Source: an optimization exercise on an open RTL-to-GDS flow (aim: small area, a short achievable clock period and few clock cycles per item). Production flows keep margins and buffers that such runs may drop.
At most, simulation tests tie the RTL to the original design; equivalence was not proved.
Only the layout flow was run in run 1; the RTL was not checked for function there.
Power and IR drop assume default switching activity.

==> design/flow/design.v <==
module addks(x, y, cin, sel, other, o);
	input [15:0] x, y;
	input cin;
	input sel;
	input [15:0] other;
	output [15:0] o;
	wire p0_0, g0_0;
	ks_pgc u_pg0 (.x(x[0]), .y(y[0]), .c(cin), .p(p0_0), .g(g0_0));
	wire p0_1, g0_1;
	ks_pg u_pg1 (.x(x[1]), .y(y[1]), .p(p0_1), .g(g0_1));
	wire p0_2, g0_2;
	ks_pg u_pg2 (.x(x[2]), .y(y[2]), .p(p0_2), .g(g0_2));
	wire p0_3, g0_3;
	ks_pg u_pg3 (.x(x[3]), .y(y[3]), .p(p0_3), .g(g0_3));
	wire p0_4, g0_4;
	ks_pg u_pg4 (.x(x[4]), .y(y[4]), .p(p0_4), .g(g0_4));
	wire p0_5, g0_5;
	ks_pg u_pg5 (.x(x[5]), .y(y[5]), .p(p0_5), .g(g0_5));
	wire p0_6, g0_6;
	ks_pg u_pg6 (.x(x[6]), .y(y[6]), .p(p0_6), .g(g0_6));
	wire p0_7, g0_7;
	ks_pg u_pg7 (.x(x[7]), .y(y[7]), .p(p0_7), .g(g0_7));
	wire p0_8, g0_8;
	ks_pg u_pg8 (.x(x[8]), .y(y[8]), .p(p0_8), .g(g0_8));
	wire p0_9, g0_9;
	ks_pg u_pg9 (.x(x[9]), .y(y[9]), .p(p0_9), .g(g0_9));
	wire p0_10, g0_10;
	ks_pg u_pg10 (.x(x[10]), .y(y[10]), .p(p0_10), .g(g0_10));
	wire p0_11, g0_11;
	ks_pg u_pg11 (.x(x[11]), .y(y[11]), .p(p0_11), .g(g0_11));
	wire p0_12, g0_12;
	ks_pg u_pg12 (.x(x[12]), .y(y[12]), .p(p0_12), .g(g0_12));
	wire p0_13, g0_13;
	ks_pg u_pg13 (.x(x[13]), .y(y[13]), .p(p0_13), .g(g0_13));
	wire p0_14, g0_14;
	ks_pg u_pg14 (.x(x[14]), .y(y[14]), .p(p0_14), .g(g0_14));
	wire p0_15, g0_15;
	ks_pg u_pg15 (.x(x[15]), .y(y[15]), .p(p0_15), .g(g0_15));
	wire g1_1;
	ks_gcp u_1_1 (.gh(g0_1), .ph(p0_1), .gl(g0_0), .go(g1_1));
	wire g1_2, p1_2;
	ks_bcp u_1_2 (.gh(g0_2), .ph(p0_2), .gl(g0_1), .pl(p0_1), .go(g1_2), .po(p1_2));
	wire g1_3, p1_3;
	ks_bcp u_1_3 (.gh(g0_3), .ph(p0_3), .gl(g0_2), .pl(p0_2), .go(g1_3), .po(p1_3));
	wire g1_4, p1_4;
	ks_bcp u_1_4 (.gh(g0_4), .ph(p0_4), .gl(g0_3), .pl(p0_3), .go(g1_4), .po(p1_4));
	wire g1_5, p1_5;
	ks_bcp u_1_5 (.gh(g0_5), .ph(p0_5), .gl(g0_4), .pl(p0_4), .go(g1_5), .po(p1_5));
	wire g1_6, p1_6;
	ks_bcp u_1_6 (.gh(g0_6), .ph(p0_6), .gl(g0_5), .pl(p0_5), .go(g1_6), .po(p1_6));
	wire g1_7, p1_7;
	ks_bcp u_1_7 (.gh(g0_7), .ph(p0_7), .gl(g0_6), .pl(p0_6), .go(g1_7), .po(p1_7));
	wire g1_8, p1_8;
	ks_bcp u_1_8 (.gh(g0_8), .ph(p0_8), .gl(g0_7), .pl(p0_7), .go(g1_8), .po(p1_8));
	wire g1_9, p1_9;
	ks_bcp u_1_9 (.gh(g0_9), .ph(p0_9), .gl(g0_8), .pl(p0_8), .go(g1_9), .po(p1_9));
	wire g1_10, p1_10;
	ks_bcp u_1_10 (.gh(g0_10), .ph(p0_10), .gl(g0_9), .pl(p0_9), .go(g1_10), .po(p1_10));
	wire g1_11, p1_11;
	ks_bcp u_1_11 (.gh(g0_11), .ph(p0_11), .gl(g0_10), .pl(p0_10), .go(g1_11), .po(p1_11));
	wire g1_12, p1_12;
	ks_bcp u_1_12 (.gh(g0_12), .ph(p0_12), .gl(g0_11), .pl(p0_11), .go(g1_12), .po(p1_12));
	wire g1_13, p1_13;
	ks_bcp u_1_13 (.gh(g0_13), .ph(p0_13), .gl(g0_12), .pl(p0_12), .go(g1_13), .po(p1_13));
	wire g1_14, p1_14;
	ks_bcp u_1_14 (.gh(g0_14), .ph(p0_14), .gl(g0_13), .pl(p0_13), .go(g1_14), .po(p1_14));
	wire g1_15, p1_15;
	ks_bcp u_1_15 (.gh(g0_15), .ph(p0_15), .gl(g0_14), .pl(p0_14), .go(g1_15), .po(p1_15));
	wire inv1 = ~g0_0;
	wire g2_2;
	ks_gcn u_2_2 (.gh(g1_2), .ph(p1_2), .gl(inv1), .go(g2_2));
	wire g2_3;
	ks_gcn u_2_3 (.gh(g1_3), .ph(p1_3), .gl(g1_1), .go(g2_3));
	wire g2_4, p2_4;
	ks_bcn u_2_4 (.gh(g1_4), .ph(p1_4), .gl(g1_2), .pl(p1_2), .go(g2_4), .po(p2_4));
	wire g2_5, p2_5;
	ks_bcn u_2_5 (.gh(g1_5), .ph(p1_5), .gl(g1_3), .pl(p1_3), .go(g2_5), .po(p2_5));
	wire g2_6, p2_6;
	ks_bcn u_2_6 (.gh(g1_6), .ph(p1_6), .gl(g1_4), .pl(p1_4), .go(g2_6), .po(p2_6));
	wire g2_7, p2_7;
	ks_bcn u_2_7 (.gh(g1_7), .ph(p1_7), .gl(g1_5), .pl(p1_5), .go(g2_7), .po(p2_7));
	wire g2_8, p2_8;
	ks_bcn u_2_8 (.gh(g1_8), .ph(p1_8), .gl(g1_6), .pl(p1_6), .go(g2_8), .po(p2_8));
	wire g2_9, p2_9;
	ks_bcn u_2_9 (.gh(g1_9), .ph(p1_9), .gl(g1_7), .pl(p1_7), .go(g2_9), .po(p2_9));
	wire g2_10, p2_10;
	ks_bcn u_2_10 (.gh(g1_10), .ph(p1_10), .gl(g1_8), .pl(p1_8), .go(g2_10), .po(p2_10));
	wire g2_11, p2_11;
	ks_bcn u_2_11 (.gh(g1_11), .ph(p1_11), .gl(g1_9), .pl(p1_9), .go(g2_11), .po(p2_11));
	wire g2_12, p2_12;
	ks_bcn u_2_12 (.gh(g1_12), .ph(p1_12), .gl(g1_10), .pl(p1_10), .go(g2_12), .po(p2_12));
	wire g2_13, p2_13;
	ks_bcn u_2_13 (.gh(g1_13), .ph(p1_13), .gl(g1_11), .pl(p1_11), .go(g2_13), .po(p2_13));
	wire g2_14, p2_14;
	ks_bcn u_2_14 (.gh(g1_14), .ph(p1_14), .gl(g1_12), .pl(p1_12), .go(g2_14), .po(p2_14));
	wire g2_15, p2_15;
	ks_bcn u_2_15 (.gh(g1_15), .ph(p1_15), .gl(g1_13), .pl(p1_13), .go(g2_15), .po(p2_15));
	wire g3_4;
	ks_gcp u_3_4 (.gh(g2_4), .ph(p2_4), .gl(g0_0), .go(g3_4));
	wire inv2 = ~g1_1;
	wire g3_5;
	ks_gcp u_3_5 (.gh(g2_5), .ph(p2_5), .gl(inv2), .go(g3_5));
	wire g3_6;
	ks_gcp u_3_6 (.gh(g2_6), .ph(p2_6), .gl(g2_2), .go(g3_6));
	wire g3_7;
	ks_gcp u_3_7 (.gh(g2_7), .ph(p2_7), .gl(g2_3), .go(g3_7));
	wire g3_8, p3_8;
	ks_bcp u_3_8 (.gh(g2_8), .ph(p2_8), .gl(g2_4), .pl(p2_4), .go(g3_8), .po(p3_8));
	wire g3_9, p3_9;
	ks_bcp u_3_9 (.gh(g2_9), .ph(p2_9), .gl(g2_5), .pl(p2_5), .go(g3_9), .po(p3_9));
	wire g3_10, p3_10;
	ks_bcp u_3_10 (.gh(g2_10), .ph(p2_10), .gl(g2_6), .pl(p2_6), .go(g3_10), .po(p3_10));
	wire g3_11, p3_11;
	ks_bcp u_3_11 (.gh(g2_11), .ph(p2_11), .gl(g2_7), .pl(p2_7), .go(g3_11), .po(p3_11));
	wire g3_12, p3_12;
	ks_bcp u_3_12 (.gh(g2_12), .ph(p2_12), .gl(g2_8), .pl(p2_8), .go(g3_12), .po(p3_12));
	wire g3_13, p3_13;
	ks_bcp u_3_13 (.gh(g2_13), .ph(p2_13), .gl(g2_9), .pl(p2_9), .go(g3_13), .po(p3_13));
	wire g3_14, p3_14;
	ks_bcp u_3_14 (.gh(g2_14), .ph(p2_14), .gl(g2_10), .pl(p2_10), .go(g3_14), .po(p3_14));
	wire g3_15, p3_15;
	ks_bcp u_3_15 (.gh(g2_15), .ph(p2_15), .gl(g2_11), .pl(p2_11), .go(g3_15), .po(p3_15));
	wire inv3 = ~g0_0;
	wire g4_8;
	ks_gcn u_4_8 (.gh(g3_8), .ph(p3_8), .gl(inv3), .go(g4_8));
	wire g4_9;
	ks_gcn u_4_9 (.gh(g3_9), .ph(p3_9), .gl(g1_1), .go(g4_9));
	wire inv4 = ~g2_2;
	wire g4_10;
	ks_gcn u_4_10 (.gh(g3_10), .ph(p3_10), .gl(inv4), .go(g4_10));
	wire inv5 = ~g2_3;
	wire g4_11;
	ks_gcn u_4_11 (.gh(g3_11), .ph(p3_11), .gl(inv5), .go(g4_11));
	wire g4_12;
	ks_gcn u_4_12 (.gh(g3_12), .ph(p3_12), .gl(g3_4), .go(g4_12));
	wire g4_13;
	ks_gcn u_4_13 (.gh(g3_13), .ph(p3_13), .gl(g3_5), .go(g4_13));
	wire g4_14;
	ks_gcn u_4_14 (.gh(g3_14), .ph(p3_14), .gl(g3_6), .go(g4_14));
	wire g4_15;
	ks_gcn u_4_15 (.gh(g3_15), .ph(p3_15), .gl(g3_7), .go(g4_15));
	wire x0_0, x1_0;
	ks_pre u_pre0 (.p(p0_0), .sel(sel), .other(other[0]), .x0(x0_0), .x1(x1_0));
	ks_mux u_o0 (.c(cin), .x0(x0_0), .x1(x1_0), .o(o[0]));
	wire x0_1, x1_1;
	ks_pre u_pre1 (.p(p0_1), .sel(sel), .other(other[1]), .x0(x0_1), .x1(x1_1));
	ks_mux u_o1 (.c(g0_0), .x0(x0_1), .x1(x1_1), .o(o[1]));
	wire x0_2, x1_2;
	ks_pre u_pre2 (.p(p0_2), .sel(sel), .other(other[2]), .x0(x0_2), .x1(x1_2));
	ks_muxn u_o2 (.c(g1_1), .x0(x0_2), .x1(x1_2), .o(o[2]));
	wire x0_3, x1_3;
	ks_pre u_pre3 (.p(p0_3), .sel(sel), .other(other[3]), .x0(x0_3), .x1(x1_3));
	ks_mux u_o3 (.c(g2_2), .x0(x0_3), .x1(x1_3), .o(o[3]));
	wire x0_4, x1_4;
	ks_pre u_pre4 (.p(p0_4), .sel(sel), .other(other[4]), .x0(x0_4), .x1(x1_4));
	ks_mux u_o4 (.c(g2_3), .x0(x0_4), .x1(x1_4), .o(o[4]));
	wire x0_5, x1_5;
	ks_pre u_pre5 (.p(p0_5), .sel(sel), .other(other[5]), .x0(x0_5), .x1(x1_5));
	ks_muxn u_o5 (.c(g3_4), .x0(x0_5), .x1(x1_5), .o(o[5]));
	wire x0_6, x1_6;
	ks_pre u_pre6 (.p(p0_6), .sel(sel), .other(other[6]), .x0(x0_6), .x1(x1_6));
	ks_muxn u_o6 (.c(g3_5), .x0(x0_6), .x1(x1_6), .o(o[6]));
	wire x0_7, x1_7;
	ks_pre u_pre7 (.p(p0_7), .sel(sel), .other(other[7]), .x0(x0_7), .x1(x1_7));
	ks_muxn u_o7 (.c(g3_6), .x0(x0_7), .x1(x1_7), .o(o[7]));
	wire x0_8, x1_8;
	ks_pre u_pre8 (.p(p0_8), .sel(sel), .other(other[8]), .x0(x0_8), .x1(x1_8));
	ks_muxn u_o8 (.c(g3_7), .x0(x0_8), .x1(x1_8), .o(o[8]));
	wire x0_9, x1_9;
	ks_pre u_pre9 (.p(p0_9), .sel(sel), .other(other[9]), .x0(x0_9), .x1(x1_9));
	ks_mux u_o9 (.c(g4_8), .x0(x0_9), .x1(x1_9), .o(o[9]));
	wire x0_10, x1_10;
	ks_pre u_pre10 (.p(p0_10), .sel(sel), .other(other[10]), .x0(x0_10), .x1(x1_10));
	ks_mux u_o10 (.c(g4_9), .x0(x0_10), .x1(x1_10), .o(o[10]));
	wire x0_11, x1_11;
	ks_pre u_pre11 (.p(p0_11), .sel(sel), .other(other[11]), .x0(x0_11), .x1(x1_11));
	ks_mux u_o11 (.c(g4_10), .x0(x0_11), .x1(x1_11), .o(o[11]));
	wire x0_12, x1_12;
	ks_pre u_pre12 (.p(p0_12), .sel(sel), .other(other[12]), .x0(x0_12), .x1(x1_12));
	ks_mux u_o12 (.c(g4_11), .x0(x0_12), .x1(x1_12), .o(o[12]));
	wire x0_13, x1_13;
	ks_pre u_pre13 (.p(p0_13), .sel(sel), .other(other[13]), .x0(x0_13), .x1(x1_13));
	ks_mux u_o13 (.c(g4_12), .x0(x0_13), .x1(x1_13), .o(o[13]));
	wire x0_14, x1_14;
	ks_pre u_pre14 (.p(p0_14), .sel(sel), .other(other[14]), .x0(x0_14), .x1(x1_14));
	ks_mux u_o14 (.c(g4_13), .x0(x0_14), .x1(x1_14), .o(o[14]));
	wire x0_15, x1_15;
	ks_pre u_pre15 (.p(p0_15), .sel(sel), .other(other[15]), .x0(x0_15), .x1(x1_15));
	ks_mux u_o15 (.c(g4_14), .x0(x0_15), .x1(x1_15), .o(o[15]));
endmodule
module ks_pg(x, y, p, g);
	input x, y;
	output p, g;
	assign p = x ^ y;
	assign g = x & y;
endmodule
module ks_pgc(x, y, c, p, g);
	input x, y, c;
	output p, g;
	assign p = x ^ y;
	assign g = (x & y) | (p & c);
endmodule
module ks_bcp(gh, ph, gl, pl, go, po);
	input gh, ph, gl, pl;
	output go, po;
	assign go = ~(gh | (ph & gl));
	assign po = ~(ph & pl);
endmodule
module ks_bcn(gh, ph, gl, pl, go, po);
	input gh, ph, gl, pl;    
	output go, po;
	assign go = ~(gh & (ph | gl));
	assign po = ~(ph | pl);
endmodule
module ks_gcp(gh, ph, gl, go);
	input gh, ph, gl;
	output go;
	assign go = ~(gh | (ph & gl));
endmodule
module ks_gcn(gh, ph, gl, go);
	input gh, ph, gl;        
	output go;
	assign go = ~(gh & (ph | gl));
endmodule
module ks_pre(p, sel, other, x0, x1);
	input p, sel, other;
	output x0, x1;
	assign x0 = sel ? p : other;
	assign x1 = x0 ^ sel;
endmodule
module ks_mux(c, x0, x1, o);
	input c, x0, x1;
	output o;
	assign o = c ? x1 : x0;
endmodule
module ks_muxn(c, x0, x1, o);
	input c;                 
	input x0, x1;
	output o;
	assign o = c ? x0 : x1;
endmodule
module pcnext(pc, foff, seq, pred);
	input [5:0] pc;          
	input [5:0] foff;        
	output [5:0] seq;        
	output [5:0] pred;       
	assign seq = pc + 6'd1;
	assign pred = pc + foff;
endmodule
module processor (clock, reset, instr, pc, bus, bus_valid, exit);
	input clock;
	input reset;             
	input [15:0] instr;      
	output reg [5:0] pc;     
	output [15:0] bus;
	output bus_valid;
	output exit;
	reg [2:0] op;            
	reg [7:0] sa, sb;        
	reg [9:0] lo;            
	reg [5:0] alt;           
	reg valid;               
	reg halted;              
	wire [15:0] imm = {{6{lo[9]}}, lo};
	wire [5:0] off = lo[5:0];
	wire ex = valid & ~halted;
	reg [15:0] r0, r1, r2, r3, r4, r5, r6, r7;
	wire [15:0] ra = ({16{sa[0]}} & r0) | ({16{sa[1]}} & r1) | ({16{sa[2]}} & r2) | ({16{sa[3]}} & r3) |
	                 ({16{sa[4]}} & r4) | ({16{sa[5]}} & r5) | ({16{sa[6]}} & r6) | ({16{sa[7]}} & r7);
	wire [15:0] rb = ({16{sb[0]}} & r0) | ({16{sb[1]}} & r1) | ({16{sb[2]}} & r2) | ({16{sb[3]}} & r3) |
	                 ({16{sb[4]}} & r4) | ({16{sb[5]}} & r5) | ({16{sb[6]}} & r6) | ({16{sb[7]}} & r7);
	wire sub = (op == 3'b001);
	wire s_sum = ~reset & (op == 3'b000 | op == 3'b001);
	wire s_nan = ~reset & (op == 3'b010);
	wire s_imm = ~reset & (op == 3'b101);
	wire s_rep = ~reset & (op == 3'b111);
	wire [15:0] other = ({16{s_nan}} & ~(ra & rb)) | ({16{s_imm}} & imm) | ({16{s_rep}} & rb);
	wire [15:0] wd;
	addks u_add (.x(ra), .y(rb ^ {16{sub}}), .cin(sub), .sel(s_sum), .other(other), .o(wd));
	wire wr = ex & (op == 3'b000 | op == 3'b001 | op == 3'b010 | op == 3'b101 | op == 3'b111);
	wire [7:0] we = {8{reset}} | ({8{wr}} & sa);
	always @(posedge clock) begin
		if (we[0]) r0 <= wd;
		if (we[1]) r1 <= wd;
		if (we[2]) r2 <= wd;
		if (we[3]) r3 <= wd;
		if (we[4]) r4 <= wd;
		if (we[5]) r5 <= wd;
		if (we[6]) r6 <= wd;
		if (we[7]) r7 <= wd;
	end
	wire pred_ex = (op == 3'b110) & off[5];
	wire taken = (ra == 16'd0) & (off != 6'd0);
	wire redirect = ex & (op == 3'b110) & (taken != pred_ex);
	wire pred = (instr[15:13] == 3'b110) & instr[5];
	wire [5:0] pc_seq, pc_pred;
	pcnext u_pcnext (.pc(pc), .foff(instr[5:0]), .seq(pc_seq), .pred(pc_pred));
	always @(posedge clock) begin
		op <= instr[15:13];
		sa <= 8'd1 << instr[12:10];
		sb <= 8'd1 << instr[9:7];
		lo <= instr[9:0];
		alt <= pred ? pc_seq : pc_pred;
		if (reset) begin
			pc <= 6'd0;
			valid <= 1'b0;
			halted <= 1'b0;
		end else begin
			pc <= redirect ? alt : pred ? pc_pred : pc_seq;
			valid <= ~redirect;
			if (ex & (op == 3'b011)) halted <= 1'b1;
		end
	end
	assign bus = ra;
	assign bus_valid = ex & (op == 3'b100);
	assign exit = halted | (ex & (op == 3'b011));
endmodule
==> design/flow/flow/run.sh <==
#!/bin/bash
# Standard layout (the standard.sh, unchanged synthesis and steps), with
# one change: the buffers placed on the ports are sky130_fd_sc_hd__buf_1
# instead of the default cell the port-buffering step picks.
# The make output goes to standard.log; each ORFS step keeps its own log
# under orfs/logs/.
set -euo pipefail
export BUFFER_PORTS_ARGS="-buffer_cell sky130_fd_sc_hd__buf_1"
bash standard.sh > standard.log 2>&1
==> design/flow/standard.sh <==
#!/bin/bash
# synth_recipe.tcl (not shown) runs the flow's synth.tcl, then flattens the netlist and writes it again
# the make line also repeats each setting of config.mk as NAME=value (left out here)
make -C /OpenROAD-flow-scripts/flow DESIGN_CONFIG=/design/flow/config.mk WORK_HOME=/design/flow/orfs CLKGATE_MAP_FILE= SYNTH_SCRIPT=/design/flow/synth_recipe.tcl "${@:-finish}"
==> design/flow/config.mk <==
export PLATFORM = sky130hd
export DESIGN_NAME = processor
export DESIGN_NICKNAME = processor
export VERILOG_FILES = /design/flow/design.v
export SDC_FILE = /design/flow/constraint.sdc
export NUM_CORES = 4
export LEC_CHECK = 0
export CAP_MARGIN = 20
export CORE_MARGIN = 2
export CORE_UTILIZATION = 55
export CTS_BUF_LIST = sky130_fd_sc_hd__clkbuf_4 sky130_fd_sc_hd__clkbuf_8
export CTS_CLUSTER_DIAMETER = 100
export CTS_CLUSTER_SIZE = 40
export SETUP_SLACK_MARGIN = 3.8
export SLEW_MARGIN = 20
export SYNTH_HIERARCHICAL = 1
export SYNTH_MINIMUM_KEEP_SIZE = 0
==> design/flow/constraint.sdc <==
create_clock -name core_clock -period 7.0 [get_ports {clock}]
set_input_delay 1.4000 -clock core_clock [delete_from_list [all_inputs] [get_ports {clock}]]
set_output_delay 1.4000 -clock core_clock [all_outputs]
set_load 0.01 [all_outputs]
==> impl_metrics.yaml, run 1 <==
outcome:
  run_status: "finished clean"
floorplan:
  core_area_mm2: 0.0157
  ios: 42
  initial_core_util: 0.557
  dieWidth_um: 130
  dieArea_mm2: 0.0169
  die_h_um: 130
  num_rows: 46
power_and_ir_drop:
  ir_drop_mv: 0.125
  leakage_nw: 3.53
  p_per_area_mw_per_mm2: 278
layout:
  nets: 771
  drive_above_1_share: 0.221
  instances_no_fill: 959
  antenna_cells: 0
  fill_cells: 1292
  syn2layout_area_growth_pct: 8.80
  final_area_mm2: 0.00953
  fin_util: 0.606
timing:
  setup_violations: 0
  min_period_ps: 3130
  setup_tns_ps: 0
  finClkSkew_ps: 12.3
  hold_violations: 0
  maxSlewViolCount: 0
  maxSlewHeadroom: 0.246
  fin_crit_sh: 0.447
  rsz0062_at_grt: "false"
  worst_pin_slew_ps: 1130
  fmax_ghz: 0.320
yosys:
  yosysWarnings: 7
  synthFlopType: "edfxtp_1"
  synthArstFlopShare: 0
  synth_xor_area_frac: 0.0250
  syn_area_per_cell_um2: 12.6
  ys_types: 49
  synth-simple-area-share: 0.0827
  synth_top_family_by_area: "compound AO/OA/AOI/OAI gates"
  synth_edf_count: 128
  syn_area_mm2: 0.00876
  synthAdderAreaFrac: 0.0337
  synth_top_cell_area_share: 0.439
  synth_compound_area_frac: 0.217
  seq_area_frac_synth: 0.537
  synth_area_leader_cell: "edfxtp_1"
  synthMuxAreaShare: 0.0694
  ys_ff_latch: 171
  syn_inst: 693
  syn-num-nets: 734
  synth.area.top_cells: "edfxtp_1 44%, a22oi_1 11%, dfxtp_1 9.8%"
setup_path:
  cp.required_ps: 5600
  critPathLaunchType: "flip-flop"
  reg2reg_slack_ps: 3910
  worstPathMaxFanout: 17
  r2r-start: "sb[7]"
  crit_type: "reg -> out"
  crit_path_end_kind: "primary output"
  r2r_end: "r4[14]"
  arrival_ps: 1730
  r2r_cells: 10
global_route:
  grt_use_total: 0.310
  grt_pass1_wl_um: 37600
  grt_pass1_vias: 6320
  grt.overflow.total: 0
  antenna_found_initial: 0
  grt_max_degree: 25
placement:
  dpl-instance-area_mm2: 0.00898
  dp_hpwl_um: 15800
  place_congestion: 0.863
  io_buffers: 41
  dpl.cell_count: 917
route:
  viasPerCell: 6.83
  drc: 0
  wl_per_cell_um: 26.6
  routed_wirelength_um: 25500
  first_pass_iters: 5
  dr.first_iter.drc_count: 754
  dr_total_vias: 6550
  ant_nets: 0
clocking:
  cts_buffer_depth: 2
  cts_tree: "yes"
  cts_hold_buf: 0
  cts_made_buffers: 17
  cts.reportedPaths.clkPinSlew_ps: 90
  clockRootBuffer: "clkbuf_8"
  ctsHtreeMaxLevel: 4
  clk_latency_ps: 480
  numClockSinks: 171
hold_path:
  min_from: "alt[1]"
  min-delay-path-class: "reg -> reg"
  worstHoldEndpoint: "pc[1]"
  hold_depth: 2
run:
  drv_cap: 0
## placed cells by master (no fill, tap or decap), types with 10 or more instances in the layout
cell type	synthesis	final
a21oi_2	26	24
a22oi_1	123	123
buf_1	2	40
edfxtp_1	128	128
nand2_1	24	24
buf_4	0	17
nand4_1	28	28
dfxtp_1	43	31
mux2_4	32	32
o21ai_2	11	14
ha_1	22	22
clkbuf_8	0	17
nor2_1	32	31
xor2_1	19	19
a21o_1	11	10
a21oi_1	41	41
dfxtp_4	0	10
## sequential cells by signal, summed over array words and instances, names as in the netlist, 6 cells and up
| signal | cells |
|---|---|
| r0 | 16 |
| r1 | 16 |
| r2 | 16 |
| r3 | 16 |
| r4 | 16 |
| r5 | 16 |
| r6 | 16 |
| r7 | 16 |
| lo | 10 |
| sa | 8 |
| sb | 8 |
| alt | 6 |
| pc | 6 |
## Yosys cell counts, types with 3 or more instances
cell type    n
nor4_1       3
buf_6       15
a211o_1      7
nand2_1     24
a21oi_2     26
a22oi_1    123
clkbuf_1    24
o21ai_2     11
edfxtp_1   128
nand4_2      5
a211oi_1     6
ha_1        22
nand3_1      3
nor3b_1      7
a221o_1      9
a21o_1      11
nand4_1     28
nor2b_1      3
mux2i_1      6
o21ai_1      9
nor3_1       5
mux2_4      32
and3_1       3
xnor2_1      6
and3b_1      6
nor2_1      32
xor2_1      19
mux2_2       6
a21oi_1     41
inv_1        5
a22oi_2      5
dfxtp_1     43
## critical path, stage by stage, from the launching register on
cell and delay (ps):
dfxtp_1 310, buf_4 230, a22oi_1 200, nand4_1 280, buf_1 220
## per-layer routing
metal | routed length [um] | track usage | up-vias
met5 | 0 | 0 | -
met4 | 847 | 0.128 | 0
met3 | 2290 | 0.0705 | 82
met2 | 12000 | 0.490 | 375
met1 | 10400 | 0.417 | 3233
li1 | - | - | 2860
## what timing repair did
action                     4_1_cts  5_1_grt
setup buffers                    3        6
pin swaps                        4        5
setup endpoints to repair      144      106
gates cloned                     1        0
resized for setup               23       15
## cells by family (layout without fill, tap and decap cells)
kind of cell             count (synthesis)  in the layout
adder cells (fa/ha/maj)                 23             23
XOR/XNOR                                25             25
AND/OR/NAND/NOR                        128            129
buffers and inverters                   48             97
flip-flops                             171            171
multiplexers                            44             44
AO/OA/AOI/OAI                          254            254
## Yosys stat by module, one instance, submodules excluded, a selection
| module | times used | flops+latches |
|---|---|---|
| addks | 1 | 0 |
| ks_bcn | 11 | 0 |
| ks_mux | 11 | 0 |
| ks_muxn | 5 | 0 |
| ks_pg | 15 | 0 |
| ks_pgc | 1 | 0 |
| processor | 1 | 171 |
## worst max path at each step
stage                      from  endpoint  slack [ps]
after floorplan           reset    r0[10]        3170
final                     sa[5]    bus[2]        3870
after global routing      sb[4]    r4[14]        3790
after CTS                 sa[1]   bus[15]        3730
after detailed placement  reset    r0[10]        2840
after global placement    reset     r2[4]        2920
## layout make-up
cell class,instances,area (um2),share of cell area
multi-input combinational,475,3820,0.401
sequential,171,4740,0.498
inverter,5,18.8,0.00197
clock inverter,15,129,0.0135
tap,216,270,0.0284
clock buffer,17,234,0.0246
timing repair buffer,60,305,0.0320
## power breakdown
group / total (mW) / internal [mW] / switching (mW) / leakage (nW)
combinational: 0.638 / 0.240 / 0.398 / 1.65
clock: 0.644 / 0.258 / 0.387 / 0.187
sequential: 1.37 / 1.27 / 0.0990 / 1.69
## metrics by stage
stage	hold WS, ps	power (mW)	setup WS [ps]
3_5_place_dp	500	1.99	2840
5_1_grt	538	2.77	3790
6_report	512	2.65	3870
2_1_floorplan	479	1.81	3170
4_1_cts	510	2.63	3730
3_3_place_gp	494	1.97	2920
==> inputs of run 2 (changes only) <==
--- a/design/flow/design.v
+++ b/design/flow/design.v
@@ -252,8 +252,8 @@
 	input reset;             
 	input [15:0] instr;      
 	output reg [5:0] pc;     
-	output [15:0] bus;
-	output bus_valid;
+	output reg [15:0] bus;
+	output reg bus_valid;
 	output exit;
 	reg [2:0] op;            
 	reg [7:0] sa, sb;        
@@ -311,7 +311,9 @@
 			if (ex & (op == 3'b011)) halted <= 1'b1;
 		end
 	end
-	assign bus = ra;
-	assign bus_valid = ex & (op == 3'b100);
+	always @(posedge clock) begin
+		bus <= ra;
+		bus_valid <= ~reset & ex & (op == 3'b100);
+	end
 	assign exit = halted | (ex & (op == 3'b011));
 endmodule
--- a/design/flow/config.mk
+++ b/design/flow/config.mk
@@ -9,9 +9,7 @@
 export CORE_MARGIN = 2
 export CORE_UTILIZATION = 55
 export CTS_BUF_LIST = sky130_fd_sc_hd__clkbuf_4 sky130_fd_sc_hd__clkbuf_8
-export CTS_CLUSTER_DIAMETER = 100
-export CTS_CLUSTER_SIZE = 40
-export SETUP_SLACK_MARGIN = 3.8
+export SETUP_SLACK_MARGIN = 4.0
 export SLEW_MARGIN = 20
 export SYNTH_HIERARCHICAL = 1
 export SYNTH_MINIMUM_KEEP_SIZE = 0
==> run 2 against run 1 <==
Clock skew rose by 3.2 ps; die area rose by 3.6%; critical path type is now reg -> reg; largest cell class unchanged; synthesized cell count is 2.5% higher; critical endpoint is now r1[14]; via count up 1.9%; first-iteration DRC count is 6.0% lower.
==> impl_metrics.yaml, run 2 <==
outcome:
  run_status: "finished clean"
power_and_ir_drop:
  sw_frac_of_total: 0.309
  p_per_area_mw_per_mm2: 291
  ir_drop_mv: 0.131
  p_total_mw: 2.90
  comb_power_share: 0.228
  seq_power_share: 0.510
  p_int_mw: 2.00
  p_sw_mw: 0.896
  clkPwrFrac: 0.262
  leakage_nw: 3.68
layout:
  final_area_mm2: 0.00995
  layout_commonest_cell: "edfxtp_1"
  drive_above_1_share: 0.222
  antenna_cells: 0
  syn2layout_area_growth_pct: 9.60
  fill_cells: 1290
  layout_common_cells: "128 x edfxtp_1, 124 x a22oi_1, 53 x dfxtp_1"
  nets: 786
route:
  ant_nets: 0
  routed_wirelength_um: 26500
  first_pass_iters: 5
  dr_total_vias: 6672
  wl_per_cell_um: 27.2
  dr.first_iter.drc_count: 709
  drc: 0
  viasPerCell: 6.85
yosys:
  synthArstFlopShare: 0
  synthTopCellsByCount: "128 x edfxtp_1, 124 x a22oi_1, 60 x dfxtp_1"
  seq_area_frac_synth: 0.555
  synth_top_cell_area_share: 0.423
  syn_inst: 710
  synthFlopType: "edfxtp_1"
  synth_edf_count: 128
  synth_area_leader_cell: "edfxtp_1"
  ys_types: 48
  synth.area.top_cells: "edfxtp_1 42%, dfxtp_1 13%, a22oi_1 10%"
  ys_ff_latch: 188
  syn_area_mm2: 0.00908
  syn-num-nets: 751
  post-synth-top-count-cell: "edfxtp_1"
  syn_area_per_cell_um2: 12.8
  yosysWarnings: 7
setup_path:
  critPathLaunchType: "flip-flop"
  cp.required_ps: 7210
  r2r-start: "sa[7]"
  critPathMaxStageDelay_ps: 740
  cp_slowest_cell: "dfxtp_2"
  crit_path_end_kind: "flip-flop"
  path_buf_inv: 1
  arrival_ps: 3180
  crit_top_cell: "a21oi_4"
  worstPathMaxFanout: 17
  worstSetupStartpoint: "sa[7]"
  crit_type: "reg -> reg"
  crit_family: "compound AO/OA/AOI/OAI gates"
  path_cells: "a22oi_1 -> nand4_2 -> ha_1 -> a21o_4 -> a21oi_4 -> inv_1 -> a21oi_4 -> o21ai_2 -> mux2_4"
clocking:
  ctsHtreeMaxLevel: 4
  cts_tree: "yes"
  clockRootBuffer: "clkbuf_8"
  clk_latency_ps: 470
  numClockSinks: 188
  cts.reportedPaths.clkPinSlew_ps: 100
  cts_made_buffers: 17
  cts_buffer_depth: 2
timing:
  holdWs_ps: 505
  rsz0062_at_grt: "true"
  maxSlewViolCount: 0
  fmax_ghz: 0.337
  setup_violations: 0
  hold_violations: 0
  worst_pin_slew_ps: 1120
  maxSlewHeadroom: 0.256
  finClkSkew_ps: 15.5
  min_period_ps: 2970
  fin_crit_sh: 0.424
  setup_tns_ps: 0
global_route:
  grt_pass1_wl_um: 39000
  grt_use_total: 0.301
  grt_pass1_vias: 6466
  grt.overflow.total: 0
  antenna_found_initial: 0
  grt_max_degree: 49
placement:
  place_congestion: 0.877
  dp_hpwl_um: 15900
  dpl-instance-area_mm2: 0.00934
  io_buffers: 41
floorplan:
  ios: 42
  die_h_um: 133
  core_area_mm2: 0.0160
  dieArea_mm2: 0.0176
  dieWidth_um: 133
  num_rows: 46
  initial_core_util: 0.568
run:
  drv_cap: 0
hold_path:
  min_from: "alt[1]"
  min-delay-path-class: "reg -> reg"
==> run 2: cell types whose count changed in the layout (fill, tap and decap cells not counted), sizes merged, moves of 2 or more <==
| cell | before | now |
|---|---|---|
| bufinv | 0 | 3 |
| inv | 15 | 9 |
| buf | 60 | 58 |
| clkbuf | 17 | 21 |
| dfxtp | 43 | 60 |
==> run 2: cells by family (layout without fill, tap and decap cells) <==
kind of cell    Yosys count  count (layout)  share of synthesized area
compound gates          254             254                      0.209
xor+xnor                 25              25                     0.0241
fa+ha+maj                23              23                     0.0325
buf+inv                  48              96                     0.0332
flops                   188             188                      0.555
mux                      44              44                     0.0670
simple gates            128             128                     0.0792
==> run 2: area by class of cell <==
class                           count  area (um2)  share of cell area
Timing Repair Buffer               59         315              0.0317
Clock inverter                     12         158              0.0158
Multi-Input combinational cell    474        3870               0.389
Sequential cell                   188        5060               0.508
Inverter                            5        18.8             0.00189
Clock buffer                       20         263              0.0264
Tap cell                          216         270              0.0271
==> run 2: power groups by stage <==
stage                     clock, mW  combinational [mW]  sequential [mW]
after CTS                     0.765               0.625             1.48
after floorplan                   0               0.452             1.47
after global routing          0.809               0.713             1.49
after global placement            0               0.595             1.49
final                         0.760               0.661             1.48
after detailed placement          0               0.610             1.50
==> run 2: metrics by stage <==
stage          setup WS (ps)  utilization  instances
4_1_cts                 4000        0.614        969
3_3_place_gp            2910        0.584        937
6_report                4030        0.622        974
3_5_place_dp            2820        0.584        937
2_1_floorplan           3170            -        710
5_1_grt                 3980        0.622        974
==> run 2: path summary, 6_finish.rpt <==
path	to	slack, ps	depth (start not counted)
setup / recovery	r1[14]	4030	9
hold / removal	pc[1]	510	2
setup reg to reg	r1[14]	4030	9
hold reg to reg	pc[1]	510	2
==> run 2: routing by layer <==
| layer | wire [um] | track usage | vias up |
|---|---|---|---|
| met1 | 10400 | 0.393 | 3299 |
| met5 | 0 | 0 | - |
| li1 | - | - | 2908 |
| met3 | 2580 | 0.0674 | 79 |
| met4 | 966 | 0.144 | 0 |
| met2 | 12500 | 0.480 | 386 |
==> run 2: modules after synthesis (local to each module, per instance), excerpt <==
module	flops+latches	cell area, um2	cells inside	times used
ks_pg	0	12.5	1	15
ks_pre	0	23.8	3	16
processor	188	7500	520	1
addks	0	15.0	4	1
ks_gcn	0	5.00	1	9
ks_mux	0	15.0	1	11
ks_pgc	0	20.0	2	1
ks_bcp	0	12.5	2	20
pcnext	0	259	29	1
ks_gcp	0	8.76	1	5
==> run 2: timing repair <==
item	4_1_cts	5_1_grt
pin swaps	1	6
setup endpoints to repair	176	130
buffers inserted	0	5
hold endpoints to repair	0	0
resized for setup	26	22
hold buffers	0	0
==> run 2: tightest hold or removal path: cells and delay by family, from the launching register on <==
kind            cells  cell delay (ps)
compound gates      2              170
flops               1              310
Testbench counts of run 2, summed over its fixed seeds: cycles 45,298, instructions 43,963.
==> inputs of run 3 (changes only) <==
==> design/flow/flow/run.sh (replaced) <==
#!/bin/bash
set -euo pipefail
export BUFFER_PORTS_ARGS="-buffer_cell sky130_fd_sc_hd__buf_1"
export CTS_ARGS="-sink_clustering_enable -repair_clock_nets -buf_list {sky130_fd_sc_hd__clkbuf_4 sky130_fd_sc_hd__clkbuf_8} -dont_use_dummy_load"
bash standard.sh > standard.log 2>&1
==> run 3 against run 2 <==
Still clean on timing, DRC and antenna; clock skew up 17 ps; critical path depth is 1 lower; clock-buffer cell count shrank 3; non-clock buffer count increased by 1; first-iteration DRC count grew 7.6%; sequential power barely moved; flip-flop and latch count stayed put; synthesized area unchanged.
==> impl_metrics.yaml, run 3 <==
clocking:
  clk_latency_ps: 460
  numClockSinks: 188
  cts_tree: "yes"
  ctsHtreeMaxLevel: 4
  clockRootBuffer: "clkbuf_8"
  cts_buffer_depth: 2
  cts_made_buffers: 17
  cts.reportedPaths.clkPinSlew_ps: 90
power_and_ir_drop:
  ir_drop_mv: 0.132
  p_int_mw: 1.84
  p_total_mw: 2.67
  leakage_nw: 3.59
  comb_power_share: 0.245
  p_sw_mw: 0.830
  seq_power_share: 0.554
  p_per_area_mw_per_mm2: 274
  sw_frac_of_total: 0.310
  clkPwrFrac: 0.202
setup_path:
  path_cells: "a22oi_1 -> nand4_1 -> ha_1 -> nand2_1 -> nor2_2 -> nand2_1 -> o21ai_1 -> mux2_4"
  worstPathMaxFanout: 17
  path_buf_inv: 0
  crit_path_end_kind: "flip-flop"
  critPathMaxStageDelay_ps: 520
  critPathLaunchType: "flip-flop"
  crit_top_cell: "nand2_1"
  cp_slowest_cell: "dfxtp_2"
  crit_family: "simple AND/OR/NAND/NOR gates"
  cp.required_ps: 7180
  crit_type: "reg -> reg"
  arrival_ps: 3120
layout:
  instances_no_fill: 960
  nets: 787
  fin_util: 0.610
  syn2layout_area_growth_pct: 7.54
  fill_cells: 1309
  layout_commonest_cell: "edfxtp_1"
  layout_common_cells: "128 x edfxtp_1, 123 x a22oi_1, 53 x dfxtp_1"
  drive_above_1_share: 0.215
  antenna_cells: 0
yosys:
  synthTopCellsByCount: "128 x edfxtp_1, 124 x a22oi_1, 60 x dfxtp_1"
  ys_ff_latch: 188
  syn_inst: 710
  syn-num-nets: 751
  synthFlopType: "edfxtp_1"
  yosysWarnings: 7
  synth.area.top_cells: "edfxtp_1 42%, dfxtp_1 13%, a22oi_1 10%"
  synth_edf_count: 128
  seq_area_frac_synth: 0.555
  synth_area_leader_cell: "edfxtp_1"
  syn_area_mm2: 0.00908
  synth_top_cell_area_share: 0.423
  ys_types: 48
  synthArstFlopShare: 0
  syn_area_per_cell_um2: 12.8
  post-synth-top-count-cell: "edfxtp_1"
timing:
  maxSlewHeadroom: 0.305
  hold_violations: 0
  fin_crit_sh: 0.419
  finClkSkew_ps: 32.3
  worst_pin_slew_ps: 1040
  setup_tns_ps: 0
  rsz0062_at_grt: "true"
  setup_violations: 0
  maxSlewViolCount: 0
  fmax_ghz: 0.341
  min_period_ps: 2940
global_route:
  grt_use_total: 0.298
  grt.overflow.total: 0
  grt_pass1_vias: 6404
  antenna_found_initial: 0
  grt_pass1_wl_um: 38500
  grt_max_degree: 49
route:
  dr.first_iter.drc_count: 763
  routed_wirelength_um: 26200
  wl_per_cell_um: 27.3
  viasPerCell: 6.81
  dr_total_vias: 6542
  first_pass_iters: 5
  drc: 0
  ant_nets: 0
floorplan:
  ios: 42
  num_rows: 46
  die_h_um: 133
  dieWidth_um: 133
  core_area_mm2: 0.0160
  dieArea_mm2: 0.0176
  initial_core_util: 0.568
hold_path:
  min-delay-path-class: "reg -> reg"
run:
  drv_cap: 0
placement:
  dp_hpwl_um: 15900
  dpl.cell_count: 937
  place_congestion: 0.877
  io_buffers: 41
outcome:
  run_status: "finished clean"
[run 3: cells by family after synthesis]
logic type | synth area share
AND/OR/NAND/NOR | 0.0792
XOR/XNOR | 0.0241
buffers and inverters | 0.0332
multiplexers | 0.0670
AO/OA/AOI/OAI | 0.209
flip-flops | 0.555
adder cells (fa/ha/maj) | 0.0325
[run 3: worst paths after layout]
| check | startpoint | to | slack (ps) | cells after the start |
|---|---|---|---|---|
| setup / recovery | sa[6] | r7[9] | 4060 | 8 |
| hold / removal | alt[1] | pc[1] | 500 | 2 |
| setup reg to reg | sa[6] | r7[9] | 4060 | 8 |
| hold reg to reg | alt[1] | pc[1] | 500 | 2 |
[run 3: power groups by stage]
stage,sequential [mW],clock [mW],combinational (mW)
2_1_floorplan,1.47,0,0.452
3_3_place_gp,1.49,0,0.595
3_5_place_dp,1.50,0,0.610
4_1_cts,1.48,0.542,0.626
5_1_grt,1.49,0.586,0.709
6_report,1.48,0.539,0.655
[run 3: tightest hold or removal path, delay by kind of cell (launching register included)]
family	cells	cell delay (ps)
DFF	1	300
AOI/OAI and AO/OA	2	170
[run 3: modules after synthesis (local to each module, per instance), a selection]
module | area (um2) | flip-flops and latches | cells inside | times used
processor | 7500 | 188 | 520 | 1
ks_pre | 23.8 | 0 | 3 | 16
ks_pgc | 20.0 | 0 | 2 | 1
ks_mux | 15.0 | 0 | 1 | 11
ks_muxn | 15.0 | 0 | 1 | 5
ks_bcp | 12.5 | 0 | 2 | 20
ks_gcp | 8.76 | 0 | 1 | 5
ks_gcn | 5.00 | 0 | 1 | 9
[run 3: metal layers]
layer  vias up  track usage  wire, um  share of wire
met5         -            0         0              0
met4         0        0.139       860          0.033
met3        73       0.0644      2510          0.096
met2       369        0.472     12400           0.47
met1      3210        0.393     10400           0.40
li1       2890            -         -              -
[run 3: repair_timing]
item / 4_1_cts / 5_1_grt
buffers inserted: 1 / 5
gates resized for setup: 28 / 21
gates cloned: 0 / 0
pin swaps: 2 / 8
endpoints found under the hold margin: 0 / 0
hold buffers: 0 / 0
setup endpoints to repair: 191 / 130
[run 3: cell type report]
class | instances | area, um2 | area share
Clock buffer | 17 | 234 | 0.0240
Inverter | 5 | 18.8 | 0.00192
Multi-Input combinational cell | 474 | 3860 | 0.395
Sequential cell | 188 | 5060 | 0.518
Tap cell | 216 | 270 | 0.0277
Timing Repair Buffer | 60 | 323 | 0.0331
[run 3: stage by stage]
| stage | cell area, um2 | setup WS [ps] | hold slack, ps |
|---|---|---|---|
| after floorplan | 9130 | 3170 | 479 |
| after global placement | 9340 | 2910 | 498 |
| after detailed placement | 9340 | 2820 | 504 |
| after CTS | 9650 | 4000 | 505 |
| after global routing | 9770 | 3970 | 530 |
| final | 9770 | 4060 | 497 |
==> inputs of run 4 (changes only) <==
--- a/design/flow/design.v
+++ b/design/flow/design.v
@@ -5,7 +5,8 @@
 	input [15:0] other;
 	output [15:0] o;
 	wire p0_0, g0_0;
-	ks_pgc u_pg0 (.x(x[0]), .y(y[0]), .c(cin), .p(p0_0), .g(g0_0));
+	ks_p u_pg0 (.x(x[0]), .y(y[0]), .p(p0_0));
+	ks_maj u_g0 (.x(x[0]), .y(y[0]), .c(cin), .g(g0_0));
 	wire p0_1, g0_1;
 	ks_pg u_pg1 (.x(x[1]), .y(y[1]), .p(p0_1), .g(g0_1));
 	wire p0_2, g0_2;
@@ -194,11 +195,15 @@
 	assign p = x ^ y;
 	assign g = x & y;
 endmodule
-module ks_pgc(x, y, c, p, g);
-	input x, y, c;
-	output p, g;
+module ks_p(x, y, p);
+	input x, y;
+	output p;
 	assign p = x ^ y;
-	assign g = (x & y) | (p & c);
+endmodule
+module ks_maj(x, y, c, g);
+	input x, y, c;
+	output g;
+	assign g = (x & y) | (x & c) | (y & c);
 endmodule
 module ks_bcp(gh, ph, gl, pl, go, po);
 	input gh, ph, gl, pl;
--- a/design/flow/config.mk
+++ b/design/flow/config.mk
@@ -9,7 +9,7 @@
 export CORE_MARGIN = 2
 export CORE_UTILIZATION = 55
 export CTS_BUF_LIST = sky130_fd_sc_hd__clkbuf_4 sky130_fd_sc_hd__clkbuf_8
-export SETUP_SLACK_MARGIN = 4.0
+export SETUP_SLACK_MARGIN = 4.2
 export SLEW_MARGIN = 20
 export SYNTH_HIERARCHICAL = 1
 export SYNTH_MINIMUM_KEEP_SIZE = 0
==> run 4 against run 3 <==
Synthesized area stayed put; critical endpoint is now r2[12]; die area unchanged; worst hold slack lost 50 ps; cell area grew 8.2%; global-route usage is 0.52 points higher; largest cell class unchanged; routed wire length up 6.1%.
==> impl_metrics.yaml, run 4 <==
power_and_ir_drop:
  p_int_mw: 1.95
  leakage_nw: 3.85
  seq_power_share: 0.515
  p_per_area_mw_per_mm2: 272
  sw_frac_of_total: 0.320
  p_sw_mw: 0.920
  comb_power_share: 0.299
  ir_drop_mv: 0.146
  clkPwrFrac: 0.186
yosys:
  seq_area_frac_synth: 0.555
  syn_area_mm2: 0.00908
  synth_edf_count: 128
  synthTopCellsByCount: "128 x edfxtp_1, 124 x a22oi_1, 60 x dfxtp_1"
  ys_types: 49
  yosysWarnings: 7
  synth_area_leader_cell: "edfxtp_1"
  post-synth-top-count-cell: "edfxtp_1"
  synth_top_cell_area_share: 0.423
  synth.area.top_cells: "edfxtp_1 42%, dfxtp_1 13%, a22oi_1 10%"
  syn-num-nets: 750
  syn_area_per_cell_um2: 12.8
  syn_inst: 710
  synthArstFlopShare: 0
  ys_ff_latch: 188
  synthFlopType: "edfxtp_1"
hold_path:
  min-delay-path-class: "reg -> reg"
  hold_depth: 1
  worstHoldEndpoint: "bus_valid"
  min_from: "op[1]"
clocking:
  cts.reportedPaths.clkPinSlew_ps: 100
  cts_made_buffers: 17
  numClockSinks: 188
  clockRootBuffer: "clkbuf_8"
  ctsHtreeMaxLevel: 4
  cts_tree: "yes"
  cts_buffer_depth: 2
  clk_latency_ps: 470
layout:
  nets: 825
  syn2layout_area_growth_pct: 16.4
  drive_above_1_share: 0.328
  instances_no_fill: 1000
  layout_common_cells: "128 x edfxtp_1, 114 x a22oi_1, 49 x dfxtp_1, 49 x buf_4"
  layout_commonest_cell: "edfxtp_1"
run:
  drv_cap: 0
setup_path:
  r2r-start: "sa[5]"
  reg2reg_slack_ps: 4210
  critPathMaxStageDelay_ps: 440
  cp_slowest_cell: "ha_4"
  critPathLaunchType: "flip-flop"
  crit_path_end_kind: "flip-flop"
  r2r_cells: 9
  arrival_ps: 2970
  worstPathMaxFanout: 17
  r2r_end: "r2[12]"
  crit_type: "reg -> reg"
  cp.required_ps: 7180
  path_cells: "buf_4 -> a22oi_1 -> nand4_1 -> ha_4 -> nand2_2 -> o21ai_4 -> inv_1 -> o21ai_2 -> mux2_4"
placement:
  place_congestion: 0.870
  dp_hpwl_um: 15800
  dpl.cell_count: 936
  io_buffers: 41
route:
  drc: 0
  first_pass_iters: 6
  routed_wirelength_um: 27800
  wl_per_cell_um: 27.8
  dr_total_vias: 6874
  dr.first_iter.drc_count: 712
  viasPerCell: 6.87
  ant_nets: 0
timing:
  setup_violations: 0
  min_period_ps: 2790
  fmax_ghz: 0.358
  rsz0062_at_grt: "true"
  hold_violations: 0
  setup_tns_ps: 0
  finClkSkew_ps: 38.3
  maxSlewViolCount: 0
  worst_pin_slew_ps: 778
  fin_crit_sh: 0.399
  maxSlewHeadroom: 0.478
floorplan:
  die_h_um: 133
  num_rows: 46
  dieWidth_um: 133
  core_area_mm2: 0.0160
  initial_core_util: 0.568
  dieArea_mm2: 0.0176
  ios: 42
global_route:
  antenna_found_initial: 1
  grt_pass1_vias: 6595
  grt_max_degree: 25
  grt_pass1_wl_um: 39200
  grt.overflow.total: 0
  grt_use_total: 0.303
outcome:
  run_status: "finished clean"
## run 4: cell count changes in the layout (fill, tap and decap cells not counted), sizes merged
cell | previous run | this run
ha | 22 | 21
buf | 59 | 97
maj3 | 0 | 1
or3 | 2 | 3
diode | 0 | 1
nor3 | 5 | 6
xor2 | 19 | 20
a21o | 12 | 11
clkbuf | 18 | 17
## run 4: layout make-up
class / count / area [um2]
diodes: 1 / 2.50
clock buffers: 17 / 234
fillers: 1207 / 5430
inverters: 5 / 18.8
multi-input cells: 476 / 4310
flip-flops and latches: 188 / 5080
well taps: 216 / 270
repair buffers: 97 / 651
## run 4: repair_timing
item                       in CTS  in global routing
resized for setup              59                 81
pin swaps                       8                 47
hold buffers                    0                  0
gates cloned                    1                  1
setup endpoints to repair     259                121
buffers inserted               15                 29
## run 4: cells by family after synthesis
| family | Yosys count | synth area share |
|---|---|---|
| flops | 188 | 0.555 |
| mux | 44 | 0.0670 |
| xor+xnor | 26 | 0.0251 |
| simple gates | 128 | 0.0792 |
| compound gates | 253 | 0.208 |
| buf+inv | 48 | 0.0332 |
| fa+ha+maj | 23 | 0.0324 |
## run 4: how the worst max path moves through the flow
| stage | start | end | slack [ps] | depth (start not counted) |
|---|---|---|---|---|
| floorplan | reset | r0[10] | 3170 | 5 |
| CTS | sa[6] | pc[4] | 4170 | 8 |
| detailed placement | reset | r2[14] | 2780 | 7 |
| global route | op[0] | r7[15] | 4140 | 10 |
| finish | sa[5] | r2[12] | 4210 | 9 |
| global placement | reset | r1[1] | 2880 | 5 |
## run 4: Yosys stat by module (local to each module, per instance), a selection
module     flip-flops and latches  copies in the design
processor                     188                     1
pcnext                          0                     1
ks_pre                          0                    16
ks_muxn                         0                     5
addks                           0                     1
ks_gcp                          0                     5
ks_p                            0                     1
ks_gcn                          0                     9
## run 4: worst max-delay path: cells and delay by family, from the launching register on
kind | cells | cell delay, ps
multiplexers | 1 | 360
flip-flops | 1 | 310
buffers and inverters | 2 | 310
adder cells (fa/ha/maj) | 1 | 440
AO/OA/AOI/OAI | 3 | 640
AND/OR/NAND/NOR | 2 | 420
## run 4: routing by layer
metal / share of wire / wire length (um) / up-vias / global-route usage
met5: 0 / 0 / - / 0
met2: 0.48 / 13200 / 432 / 0.492
met3: 0.095 / 2630 / 106 / 0.0835
met4: 0.046 / 1270 / 0 / 0.145
li1: - / - / 2972 / -
met1: 0.38 / 10600 / 3364 / 0.376
## run 4: metrics by stage
| step | setup WS (ps) | instance area, um2 | hold slack, ps | power (mW) | utilization |
|---|---|---|---|---|---|
| 2_1_floorplan | 3170 | 9130 | 479 | 1.92 | - |
| 3_3_place_gp | 2880 | 9340 | 490 | 2.09 | 0.584 |
| 3_5_place_dp | 2780 | 9340 | 501 | 2.11 | 0.584 |
| 4_1_cts | 4170 | 9900 | 502 | 2.69 | 0.619 |
| 5_1_grt | 4140 | 10600 | 468 | 2.99 | 0.660 |
| 6_report | 4210 | 10600 | 447 | 2.88 | 0.661 |
## run 4: power by group through the flow
stage	sequential [mW]	combinational (mW)	clock [mW]
6_report	1.48	0.860	0.535
5_1_grt	1.49	0.908	0.586
3_5_place_dp	1.50	0.607	0
2_1_floorplan	1.47	0.453	0
3_3_place_gp	1.50	0.593	0
4_1_cts	1.48	0.670	0.542
Testbench counts of run 4, summed over its fixed seeds: cycles 45,298, instructions 43,963.
==> inputs of run 5 (changes only) <==
--- a/design/flow/config.mk
+++ b/design/flow/config.mk
@@ -9,7 +9,7 @@
 export CORE_MARGIN = 2
 export CORE_UTILIZATION = 55
 export CTS_BUF_LIST = sky130_fd_sc_hd__clkbuf_4 sky130_fd_sc_hd__clkbuf_8
-export SETUP_SLACK_MARGIN = 4.2
+export SETUP_SLACK_MARGIN = 4.0
 export SLEW_MARGIN = 20
 export SYNTH_HIERARCHICAL = 1
 export SYNTH_MINIMUM_KEEP_SIZE = 0
==> run 5 against run 4 <==
Synthesized area unchanged; still clean; critical endpoint is now r7[11]; combinational power fell by 26%; total power fell by 7.1%; sequential power about the same; worst hold slack improved by 61 ps; register-to-register slack lost 150 ps; fmax shrank 5.1%; critical path type unchanged; first-iteration DRC count down 8.3%; utilization decreased by 5.3 points; global-route usage fell by 0.58 points; setup slack got worse by 150 ps.
==> impl_metrics.yaml, run 5 <==
clocking:
  numClockSinks: 188
  clockRootBuffer: "clkbuf_8"
  cts_tree: "yes"
  ctsHtreeMaxLevel: 4
  cts.reportedPaths.clkPinSlew_ps: 100
  cts_buffer_depth: 2
  cts_made_buffers: 17
  clk_latency_ps: 460
layout:
  fill_cells: 1308
  layout_common_cells: "128 x edfxtp_1, 124 x a22oi_1, 43 x dfxtp_1"
  layout_commonest_cell: "edfxtp_1"
  seq_area_mm2: 0.00509
  drive_above_1_share: 0.223
  multi_input_area_mm2: 0.00383
  syn2layout_area_growth_pct: 6.96
  nets: 781
  instances_no_fill: 955
  antenna_cells: 0
floorplan:
  dieWidth_um: 133
  dieArea_mm2: 0.0176
  initial_core_util: 0.568
  core_area_mm2: 0.0160
  num_rows: 46
  ios: 42
  die_h_um: 133
setup_path:
  critPathMaxStageDelay_ps: 440
  crit_type: "reg -> reg"
  arrival_ps: 3130
  cp.required_ps: 7190
  worstPathMaxFanout: 9
  critPathLaunchType: "flip-flop"
  crit_top_cell: "nand2_1"
  path_cells: "buf_6 -> a22oi_1 -> nand4_1 -> xor2_1 -> ha_2 -> nand2_1 -> nor2_2 -> nand2_1 -> o21ai_2 -> mux2_4"
  crit_path_end_kind: "flip-flop"
  cp_slowest_cell: "dfxtp_4"
timing:
  min_period_ps: 2940
  holdWs_ps: 508
  maxSlewHeadroom: 0.514
  setup_violations: 0
  worst_pin_slew_ps: 725
  fmax_ghz: 0.340
  hold_violations: 0
  setup_tns_ps: 0
  rsz0062_at_grt: "true"
  finalWorstSetupSlack_ps: 4060
  maxSlewViolCount: 0
  finClkSkew_ps: 37.0
  fin_crit_sh: 0.420
route:
  ant_nets: 0
  first_pass_iters: 5
  dr.first_iter.drc_count: 653
  routed_wirelength_um: 26200
  dr_total_vias: 6575
  viasPerCell: 6.88
  drc: 0
  wl_per_cell_um: 27.4
yosys:
  syn-num-nets: 750
  synth.area.top_cells: "edfxtp_1 42%, dfxtp_1 13%, a22oi_1 10%"
  synth_edf_count: 128
  ys_types: 49
  ys_ff_latch: 188
  synthTopCellsByCount: "128 x edfxtp_1, 124 x a22oi_1, 60 x dfxtp_1"
  syn_area_per_cell_um2: 12.8
  synthFlopType: "edfxtp_1"
  synthArstFlopShare: 0
  seq_area_frac_synth: 0.555
  post-synth-top-count-cell: "edfxtp_1"
  syn_area_mm2: 0.00908
  synth_area_leader_cell: "edfxtp_1"
  yosysWarnings: 7
  syn_inst: 710
  synth_top_cell_area_share: 0.423
placement:
  place_congestion: 0.894
  dp_hpwl_um: 15700
  dpl.cell_count: 928
  place_ws_ps: 2830
  io_buffers: 41
global_route:
  grt_pass1_wl_um: 38600
  met2_usage: 0.487
  grt_max_degree: 49
  grt_use_total: 0.297
  grt_pass1_vias: 6479
  met3_usage: 0.0632
  grt-busiest-layer: "met2"
  antenna_found_initial: 0
  grt.overflow.total: 0
  grt_use_met1: 0.378
run:
  drv_cap: 0
power_and_ir_drop:
  p_per_area_mw_per_mm2: 275
  leakage_nw: 3.55
  ir_drop_mv: 0.139
outcome:
  run_status: "finished clean"
hold_path:
  min-delay-path-class: "reg -> reg"
## run 5: cell counts after synthesis
Identical to the previous run, type by type.
## run 5: metal layers
metal	vias up	share of wire
met3	87	0.086
met4	0	0.041
met5	-	0
met2	358	0.48
li1	2889	-
met1	3241	0.40
## run 5: report_power, final
part | switching [mW] | leakage (nW) | total, mW | internal, mW
logic | 0.389 | 1.59 | 0.635 | 0.246
registers | 0.114 | 1.83 | 1.50 | 1.38
clock network | 0.324 | 0.122 | 0.539 | 0.215
## run 5: Yosys stat by module (local to each module, per instance), excerpt
module	area [um2]	copies in the design	flops+latches
ks_bcp	12.5	20	0
pcnext	259	1	0
ks_mux	15.0	11	0
ks_pre	23.8	16	0
ks_p	8.76	1	0
ks_gcp	8.76	5	0
ks_gcn	5.00	9	0
addks	15.0	1	0
ks_bcn	12.5	11	0
ks_maj	11.3	1	0
## run 5: timing repair
| item | 4_1_cts | 5_1_grt |
|---|---|---|
| setup buffers | 1 | 9 |
| pin swaps | 0 | 6 |
| gates resized for setup | 42 | 15 |
| setup endpoints to repair | 259 | 116 |
| hold buffers | 0 | 0 |
## run 5: cell type report
cell class,count,area share
Clock buffer,17,0.0241
Timing Repair Buffer,55,0.0278
Tap cell,216,0.0278
Multi-Input combinational cell,474,0.395
Inverter,5,0.00193
Sequential cell,188,0.524
## run 5: worst paths after layout
check,start,to,slack [ps],depth (start not counted)
worst max-delay path,sb[0],r7[11],4060,10
worst min-delay path,alt[1],pc[1],510,2
worst max register to register,sb[0],r7[11],4060,10
worst min register to register,alt[1],pc[1],510,2
## run 5: kinds of logic (layout without fill, tap and decap cells)
kind of cell	count (synthesis)	after routing	share of synthesized area
flops	188	188	0.555
mux	44	44	0.0670
simple gates	128	128	0.0792
buf+inv	48	77	0.0332
xor+xnor	26	26	0.0251
compound gates	253	253	0.208
fa+ha+maj	23	23	0.0324
## run 5: critical path, delay by kind of cell (launching register included)
family	cells	cell delay (ps)
DFF	1	440
muxes	1	370
AOI/OAI and AO/OA	2	410
buffers and inverters	1	190
xor gates and xnor gates	1	200
and+or+nand+nor	4	660
adders and majority gates	1	390
## run 5: metrics by stage
step / utilization / area [um2] / total power [mW]
6_report: 0.607 / 9710 / 2.67
5_1_grt: 0.607 / 9710 / 2.79
2_1_floorplan: - / 9130 / 1.92
3_3_place_gp: 0.579 / 9270 / 2.08
4_1_cts: 0.599 / 9590 / 2.64
3_5_place_dp: 0.579 / 9270 / 2.11
==> inputs of run 6 (changes only) <==
--- a/design/flow/config.mk
+++ b/design/flow/config.mk
@@ -7,7 +7,7 @@
 export LEC_CHECK = 0
 export CAP_MARGIN = 20
 export CORE_MARGIN = 2
-export CORE_UTILIZATION = 55
+export CORE_UTILIZATION = 45
 export CTS_BUF_LIST = sky130_fd_sc_hd__clkbuf_4 sky130_fd_sc_hd__clkbuf_8
 export SETUP_SLACK_MARGIN = 4.0
 export SLEW_MARGIN = 20
==> run 6 against run 5 <==
Die area rose by 22%; final cell count rose by 4.4%; clock power rose by 1%; largest power group unchanged; largest cell class unchanged; synthesized area did not move.
==> impl_metrics.yaml, run 6 <==
outcome:
  run_status: "finished clean"
power_and_ir_drop:
  p_int_mw: 1.83
  leakage_nw: 3.51
  seq_power_share: 0.565
  sw_frac_of_total: 0.311
  comb_power_share: 0.229
  ir_drop_mv: 0.116
  clkPwrFrac: 0.206
  p_sw_mw: 0.822
  p_per_area_mw_per_mm2: 273
global_route:
  grt_max_degree: 25
  antenna_found_initial: 0
  grt_use_total: 0.243
  grt_use_met1: 0.308
  grt_pass1_wl_um: 38900
  met3_usage: 0.0513
  grt-busiest-layer: "met2"
  met2_usage: 0.405
  grt.overflow.total: 0
  grt_pass1_vias: 6545
route:
  drc: 0
  first_pass_iters: 5
  ant_nets: 0
  routed_wirelength_um: 26000
  dr_total_vias: 6495
  wl_per_cell_um: 26.0
  viasPerCell: 6.51
  dr.first_iter.drc_count: 704
floorplan:
  dieArea_mm2: 0.0213
  ios: 42
  dieWidth_um: 146
  die_h_um: 146
  core_area_mm2: 0.0197
  initial_core_util: 0.462
  num_rows: 51
timing:
  maxSlewHeadroom: 0.220
  hold_violations: 0
  maxSlewViolCount: 0
  finClkSkew_ps: 37.9
  rsz0062_at_grt: "true"
  worst_pin_slew_ps: 1150
  setup_violations: 0
  setup_tns_ps: 0
  fin_crit_sh: 0.432
  min_period_ps: 3020
  fmax_ghz: 0.331
yosys:
  yosysWarnings: 7
  synthFlopType: "edfxtp_1"
  synth_area_leader_cell: "edfxtp_1"
  syn_area_mm2: 0.00908
  synthTopCellsByCount: "128 x edfxtp_1, 124 x a22oi_1, 60 x dfxtp_1"
  synth.area.top_cells: "edfxtp_1 42%, dfxtp_1 13%, a22oi_1 10%"
  syn_inst: 710
  post-synth-top-count-cell: "edfxtp_1"
  ys_ff_latch: 188
  synthArstFlopShare: 0
  ys_types: 49
  syn_area_per_cell_um2: 12.8
  synth_compound_area_frac: 0.208
  synth-simple-area-share: 0.0792
  seq_area_frac_synth: 0.555
  synthMuxAreaShare: 0.0670
  synth_top_cell_area_share: 0.423
  synthAdderAreaFrac: 0.0324
  synth_edf_count: 128
  syn-num-nets: 750
  synth_xor_area_frac: 0.0251
  synth_top_family_by_area: "compound AO/OA/AOI/OAI gates"
clocking:
  cts_buffer_depth: 2
  numClockSinks: 188
  cts.reportedPaths.clkPinSlew_ps: 100
  clk_latency_ps: 470
  cts_made_buffers: 17
  ctsHtreeMaxLevel: 4
  clockRootBuffer: "clkbuf_8"
  cts_hold_buf: 0
  cts_tree: "yes"
placement:
  io_buffers: 41
  place_congestion: 0.851
  dpl-instance-area_mm2: 0.00933
  dp_hpwl_um: 16100
layout:
  layout_commonest_cell: "edfxtp_1"
  syn2layout_area_growth_pct: 6.61
  drive_above_1_share: 0.201
  antenna_cells: 0
  layout_common_cells: "128 x edfxtp_1, 124 x a22oi_1, 42 x dfxtp_1"
  final_area_mm2: 0.00968
  nets: 774
  fin_util: 0.493
setup_path:
  critPathMaxStageDelay_ps: 310
  cp_slowest_cell: "or3_4"
  path_buf_inv: 1
  worstPathMaxFanout: 21
  crit_top_cell: "mux2_4"
  critPathLaunchType: "primary input"
  arrival_ps: 3200
  crit_type: "in -> reg"
  crit_family: "multiplexers"
  cp.required_ps: 7180
  path_cells: "clkbuf_4 -> nand2b_1 -> or3_4 -> a21oi_1 -> a211o_1 -> mux2_4 -> mux2_4"
  crit_path_end_kind: "flip-flop"
run:
  drv_cap: 0
hold_path:
  min-delay-path-class: "reg -> reg"
[run 6: cell counts after synthesis]
No cell type changed its count.
[run 6: logic make-up (layout without fill, tap and decap cells)]
group / Yosys count / in the layout
compound gates: 253 / 253
xor+xnor: 26 / 26
fa+ha+maj: 23 / 23
buf+inv: 48 / 69
flops: 188 / 188
mux: 44 / 44
simple gates: 128 / 129
[run 6: metrics by stage]
step                      hold WS (ps)  total power, mW  setup slack [ps]  instances
final                              496             2.65              3980        997
after global routing               516             2.76              3930        997
after CTS                          490             2.64              3910        996
after detailed placement           505             2.11              2820        976
after global placement             494             2.08              2910        976
after floorplan                    479             1.92              3170        710
[run 6: modules after synthesis (local to each module, per instance), excerpt]
module   flip-flops and latches  area (um2)  cells inside  copies in the design
addks                         0        15.0             4                     1
ks_bcn                        0        12.5             2                    11
ks_bcp                        0        12.5             2                    20
ks_maj                        0        11.3             1                     1
ks_mux                        0        15.0             1                    11
ks_muxn                       0        15.0             1                     5
ks_p                          0        8.76             1                     1
ks_pg                         0        12.5             1                    15
ks_pre                        0        23.8             3                    16
[run 6: area by class of cell]
cell class | instances | area [um2]
multi-input combinational | 475 | 3800
inverter | 5 | 18.8
sequential | 188 | 5090
tap | 265 | 332
fill | 1760 | 9970
clock buffer | 17 | 234
timing repair buffer | 47 | 206
[run 6: path summary, 6_finish.rpt]
path / to / depth (start not counted) / slack, ps / start
worst min-delay path: pc[1] / 2 / 500 / alt[1]
worst max-delay path: r4[14] / 7 / 3980 / reset
worst min register to register: pc[1] / 2 / 500 / alt[1]
worst max register to register: r1[12] / 3 / 4010 / op[2]
[run 6: repair_timing]
| action | in CTS | in global routing |
|---|---|---|
| resized for setup | 28 | 18 |
| cloned | 1 | 0 |
| setup endpoints to repair | 176 | 211 |
| buffers inserted | 2 | 1 |
| hold endpoints to repair | 0 | 0 |
| pin swaps | 2 | 1 |
[run 6: routing by layer]
metal	up-vias	routed length [um]
met5	-	0
met4	0	962
met3	80	2290
met2	355	12600
met1	3187	10200
li1	2873	-
[run 6: tightest hold or removal path, stage by stage (launching register included)]
cell,delay [ps]
dfxtp_1,310
a21oi_1,110
a211oi_1,60
[run 6: power groups by stage]
stage                     Combinational (mW)  Clock [mW]  Sequential [mW]
after floorplan                        0.452           0             1.47
after global placement                 0.572           0             1.51
after global routing                   0.656       0.598             1.51
final                                  0.605       0.545             1.50
after CTS                              0.596       0.551             1.49
after detailed placement               0.590           0             1.52

## re-timing with driven ports
Ports are ideal in the flow. The routed layouts listed here were re-timed in OpenROAD.
Step 1 assumes that a clkbuf_16 drives the clock port and a buf_2 every other input.
Step 2 also shifts input and output timing later by t, the mid clock arrival at the registers, as if the neighbouring blocks saw the same clock.
Slacks: no drivers / after step 1 / after step 2; pairs: no drivers / after step 1.
run	t, ns	setup WS [ns]	worst register clock-pin slew, ns
run 1	0.515	3.873 / 3.833 / 3.434	0.10 / 0.10
run 2	0.503	4.029 / 4.029 / 3.603	0.10 / 0.10
run 3	0.488	4.064 / 4.064 / 3.592	0.10 / 0.10
run 4	0.494	4.209 / 4.209 / 3.736	0.10 / 0.10
run 5	0.485	4.059 / 4.059 / 3.600	0.10 / 0.10
run 6	0.499	3.977 / 3.994 / 3.495	0.10 / 0.10
After both steps every run listed still meets setup and hold. The setup slack of run 6, which loses most, moves by +0.017 ns with the drivers and by -0.482 ns with both steps.
